This is an optimization exercise on Yosys and OpenROAD, whose aim is small area, not a production implementation.
The RTL was checked by simulation tests, not by an equivalence proof against the original design.
The clock input has no modelled driver; a real chip could not lean on it and would need a root buffer or a full tree.
No activity file was given, so power comes from the tool's default toggle rates.

## before
Design uart_top, start of the top module:
module uart_top(
    input           clk       ,
    input           rst_n     ,
    output  [13:0]  rom_addr  ,       
    input   [7:0]   rom_data  ,       
    output          uart_txd  ,
    output          led
    );
clock: 10.0 ns
lec_check: 0
cap_margin: 20
core_margin: 2
core_utilization: 40
slew_margin: 20
standard.sh (not shown) runs the stock make flow with config.mk's settings and CLKGATE_MAP_FILE= SYNTH_SCRIPT=/design/flow/synth_recipe.tcl, a recipe that flattens the netlist after the stock synthesis.
==> flow/flow/run.sh <==
#!/bin/bash
# Own layout flow: the standard flow (standard.sh) with
#  - synthesis by the standard flow's own script (synth_recipe.tcl), with one change:
#    ABC maps the combinational logic with an area-oriented script
#    (area.abc) instead of the delay-oriented one (synth_area.tcl).
#    Registers are untouched by ABC, so they are the standard synthesis's.
#  - port buffers of the smallest buffer cell (buf_1) instead of the
#    resizer's default choice,
#  - a clock tree of clkbuf_4 cells without dummy load cells,
#  - every combinational cell set to its smallest drive strength after
#    synthesis (downsize.tcl, run at the end of floorplan); the later
#    repair steps upsize where timing or slew needs it.
# The make output goes to flow.log here; each ORFS step keeps its own log
# under orfs/logs/.
set -euo pipefail
HERE=$(cd "$(dirname "${BASH_SOURCE[0]}")" && pwd)
WORK=$(pwd)
export FLOW_SYNTH_TCL="$WORK/synth_recipe.tcl"
export FLOW_AREA_ABC="$HERE/area.abc"
export BUFFER_PORTS_ARGS="-buffer_cell sky130_fd_sc_hd__buf_1"
export CTS_ARGS="-sink_clustering_enable -repair_clock_nets -dont_use_dummy_load -buf_list sky130_fd_sc_hd__clkbuf_4 -root_buf sky130_fd_sc_hd__clkbuf_4"
export POST_FLOORPLAN_TCL="$HERE/downsize.tcl"
bash standard.sh SYNTH_SCRIPT="$HERE/synth_area.tcl" "${@:-finish}" > flow.log 2>&1
==> flow/flow/area.abc <==
&get -n
&st
&dch -f
&nf -a -R 1000
&put
==> flow/flow/synth_area.tcl <==
# The standard synthesis script (synth_recipe.tcl in the folder the flow
# runs in, named by FLOW_SYNTH_TCL), unchanged except that ABC maps the
# logic with an area-oriented script (FLOW_AREA_ABC) instead of the
# delay-oriented one. ABC maps combinational logic only: the registers
# are the standard synthesis's.
proc abc {args} {
  set i [lsearch -exact $args -script]
  if {$i >= 0} {
    set args [lreplace $args [expr {$i + 1}] [expr {$i + 1}] $::env(FLOW_AREA_ABC)]
  }
  puts "area abc: abc $args"
  yosys abc {*}$args
}
source $::env(FLOW_SYNTH_TCL)
Other scripts of this flow, unchanged in this note and not shown: flow/flow/downsize.tcl
before finished every stage and its layout cleared the timing, design-rule and antenna checks.
--- input diff before..after ---
==> flow/flow/run.sh <==
#!/bin/bash
# Own layout flow: the standard flow (standard.sh) with
#  - port buffers of the smallest buffer cell (buf_1) instead of the
#    resizer's default choice,
#  - a clock tree of clkbuf_4 cells without dummy load cells,
#  - every combinational cell set to its smallest drive strength after
#    synthesis (downsize.tcl, run at the end of floorplan); the later
#    repair steps upsize where timing or slew needs it.
# The make output goes to flow.log here; each ORFS step keeps its own log
# under orfs/logs/.
set -euo pipefail
HERE=$(cd "$(dirname "${BASH_SOURCE[0]}")" && pwd)
export BUFFER_PORTS_ARGS="-buffer_cell sky130_fd_sc_hd__buf_1"
export CTS_ARGS="-sink_clustering_enable -repair_clock_nets -dont_use_dummy_load -buf_list sky130_fd_sc_hd__clkbuf_4 -root_buf sky130_fd_sc_hd__clkbuf_4"
export POST_FLOORPLAN_TCL="$HERE/downsize.tcl"
bash standard.sh "$@" > flow.log 2>&1
removed: flow/flow/area.abc
removed: flow/flow/synth_area.tcl
## What came out
In the final reports, the cell area of after is larger than that of before. Looking at final worst-path setup slack, after sits 550 ps lower than before does. As of after, synthesized area per cell had risen slightly compared to before. Compared with before, in after total routed wirelength went up by 0.39%; share of the cycle needed by the critical path after routing increased 5.5 points. Sort before and after by global routing usage on met2 asc -> top: after. Cmp before and after / synthesized instance count / lower: before.

* * *

Another version of the RTL of uart_top (not shown whole).
Size in the first run: about 150 cells after synthesis, about 36 flip-flops, about 2000 µm² of cells after synthesis.
Design uart_top, start of the top module:
module uart_top(
    input           clk       ,
    input           rst_n     ,
    output  [13:0]  rom_addr  ,       
    input   [7:0]   rom_data  ,       
    output          uart_txd  ,
    output          led
    );
==> flow/config.mk <==
export PLATFORM = sky130hd
export DESIGN_NAME = uart_top
export DESIGN_NICKNAME = uart_top
export VERILOG_FILES = /design/flow/design.v
export SDC_FILE = /design/flow/constraint.sdc
export NUM_CORES = 4
export LEC_CHECK = 0
export CAP_MARGIN = 20
export CORE_MARGIN = 2
export CORE_UTILIZATION = 40
export GPL_TIMING_DRIVEN = 0
export SLEW_MARGIN = 20
==> flow/constraint.sdc <==
create_clock -name core_clock -period 10.0 [get_ports {clk}]
set_input_delay 2.0000 -clock core_clock [delete_from_list [all_inputs] [get_ports {clk}]]
set_output_delay 2.0000 -clock core_clock [all_outputs]
set_load 0.01 [all_outputs]
==> flow/flow/run.sh <==
#!/bin/bash
# Own layout flow: the standard flow (standard.sh) with
#  - synthesis by the standard flow's own script (synth_recipe.tcl), with one change:
#    ABC maps the combinational logic with an area-oriented script
#    (area.abc) instead of the delay-oriented one (synth_area.tcl).
#    Registers are untouched by ABC, so they are the standard synthesis's.
#  - port buffers of the smallest buffer cell (buf_1) instead of the
#    resizer's default choice,
#  - a clock tree of clkbuf_4 cells without dummy load cells,
#  - every combinational cell set to its smallest drive strength after
#    synthesis (downsize.tcl, run at the end of floorplan); the later
#    repair steps upsize where timing or slew needs it.
# The make output goes to flow.log here; each ORFS step keeps its own log
# under orfs/logs/.
set -euo pipefail
HERE=$(cd "$(dirname "${BASH_SOURCE[0]}")" && pwd)
WORK=$(pwd)
export FLOW_SYNTH_TCL="$WORK/synth_recipe.tcl"
export FLOW_AREA_ABC="$HERE/area.abc"
export BUFFER_PORTS_ARGS="-buffer_cell sky130_fd_sc_hd__buf_1"
export CTS_ARGS="-sink_clustering_enable -repair_clock_nets -dont_use_dummy_load -buf_list sky130_fd_sc_hd__clkbuf_4 -root_buf sky130_fd_sc_hd__clkbuf_4"
export POST_FLOORPLAN_TCL="$HERE/downsize.tcl"
export POST_CTS_TCL="$HERE/clk2.tcl"
export CLK_LEAF_CELL=sky130_fd_sc_hd__clkbuf_8
export CLK_ROOT_CELL=sky130_fd_sc_hd__clkbuf_2
bash standard.sh SYNTH_SCRIPT="$HERE/synth_area.tcl" "${@:-finish}" > flow.log 2>&1
==> flow/flow/clk2.tcl <==
# Merge the leaf buffers of the clock tree that CTS built in pairs (each
# with its nearest other leaf), so the tree is the root buffer and two leaf
# buffers; size the leaves to CLK_LEAF_CELL and the root to CLK_ROOT_CELL.
# Then legalise the placement again.
set db [ord::get_db]
set block [ord::get_db_block]
set clk [$block findNet clk]
set root ""
foreach it [$clk getITerms] {
  if {[$it isInputSignal]} { set root [$it getInst] }
}
set rootnet [[$root findITerm X] getNet]
set leaves {}
foreach it [$rootnet getITerms] {
  set inst [$it getInst]
  if {$inst == $root} { continue }
  if {[string match "*clkbuf*" [[$inst getMaster] getName]]} { lappend leaves $inst }
}
proc dist {a b} {
  set la [$a getLocation]; set lb [$b getLocation]
  return [expr {abs([lindex $la 0]-[lindex $lb 0]) + abs([lindex $la 1]-[lindex $lb 1])}]
}
set removed 0
while {[llength $leaves] > 2} {
  set a [lindex $leaves 0]
  set best ""; set bd 1e18
  foreach b [lrange $leaves 1 end] {
    set d [dist $a $b]
    if {$d < $bd} { set bd $d; set best $b }
  }
  set an [[$a findITerm X] getNet]
  set bn [[$best findITerm X] getNet]
  foreach it [$bn getITerms] {
    if {[$it getInst] == $best} { continue }
    $it disconnect
    $it connect $an
  }
  foreach it [$best getITerms] {
    if {[$it getNet] != "NULL"} { $it disconnect }
  }
  odb::dbInst_destroy $best
  odb::dbNet_destroy $bn
  incr removed
  set rest {}
  foreach l $leaves { if {$l != $a && $l != $best} { lappend rest $l } }
  set leaves [concat $rest [list $a]]
}
foreach l $leaves { $l swapMaster [$db findMaster $::env(CLK_LEAF_CELL)] }
$root swapMaster [$db findMaster $::env(CLK_ROOT_CELL)]
puts "clk2: removed $removed leaf buffers, [llength $leaves] left"
detailed_placement
check_placement -verbose
estimate_parasitics -placement
Other scripts of this flow, unchanged in this note and not shown: flow/flow/area.abc, flow/flow/downsize.tcl, flow/flow/synth_area.tcl
The baseline passed the timing, design-rule and antenna checks.
Edit:
--- a/flow/flow/run.sh
+++ b/flow/flow/run.sh
@@ -22,5 +22,2 @@
 export POST_FLOORPLAN_TCL="$HERE/downsize.tcl"
-export POST_CTS_TCL="$HERE/clk2.tcl"
-export CLK_LEAF_CELL=sky130_fd_sc_hd__clkbuf_8
-export CLK_ROOT_CELL=sky130_fd_sc_hd__clkbuf_2
 bash standard.sh SYNTH_SCRIPT="$HERE/synth_area.tcl" "${@:-finish}" > flow.log 2>&1
removed: flow/flow/clk2.tcl
The changed run produced a clean layout.
Power went up by about 0.8%.
Clock power went up by 3.4%.
Die area is unchanged.
Critical path depth does not change.
Sequential share of layout area is about the same.
Cell area is about the same.
Worst hold slack is worse by 6.6 ps.
Non-clock buffer count stays the same.

-- static timing again, ports no longer ideal --
The flow's constraints put no driver on any port. The routed layouts listed below were extracted and timed again, unchanged, in two steps.
Step 1 assumes that a clkbuf_16 drives the clock port and a buf_2 every other input.
Step 2 times the ports against the registers' clock, not the clock port: input delays grow and output delays shrink by t, the midpoint of the rising clock arrivals with the driver on.
Slacks: ideal ports / drivers / drivers and shift; pairs: ideal ports / drivers.
run	t, ns	setup WS [ns]	cell pins on the clock port's net
before	0.344	1.576 / 1.576 / 1.576	1
after	0.345	1.029 / 1.029 / 1.029	1
the first run of note 2	0.350	0.964 / 0.964 / 0.964	1
the second run of note 2	0.352	0.977 / 0.977 / 0.977	1
After both steps every run listed still meets setup and hold.
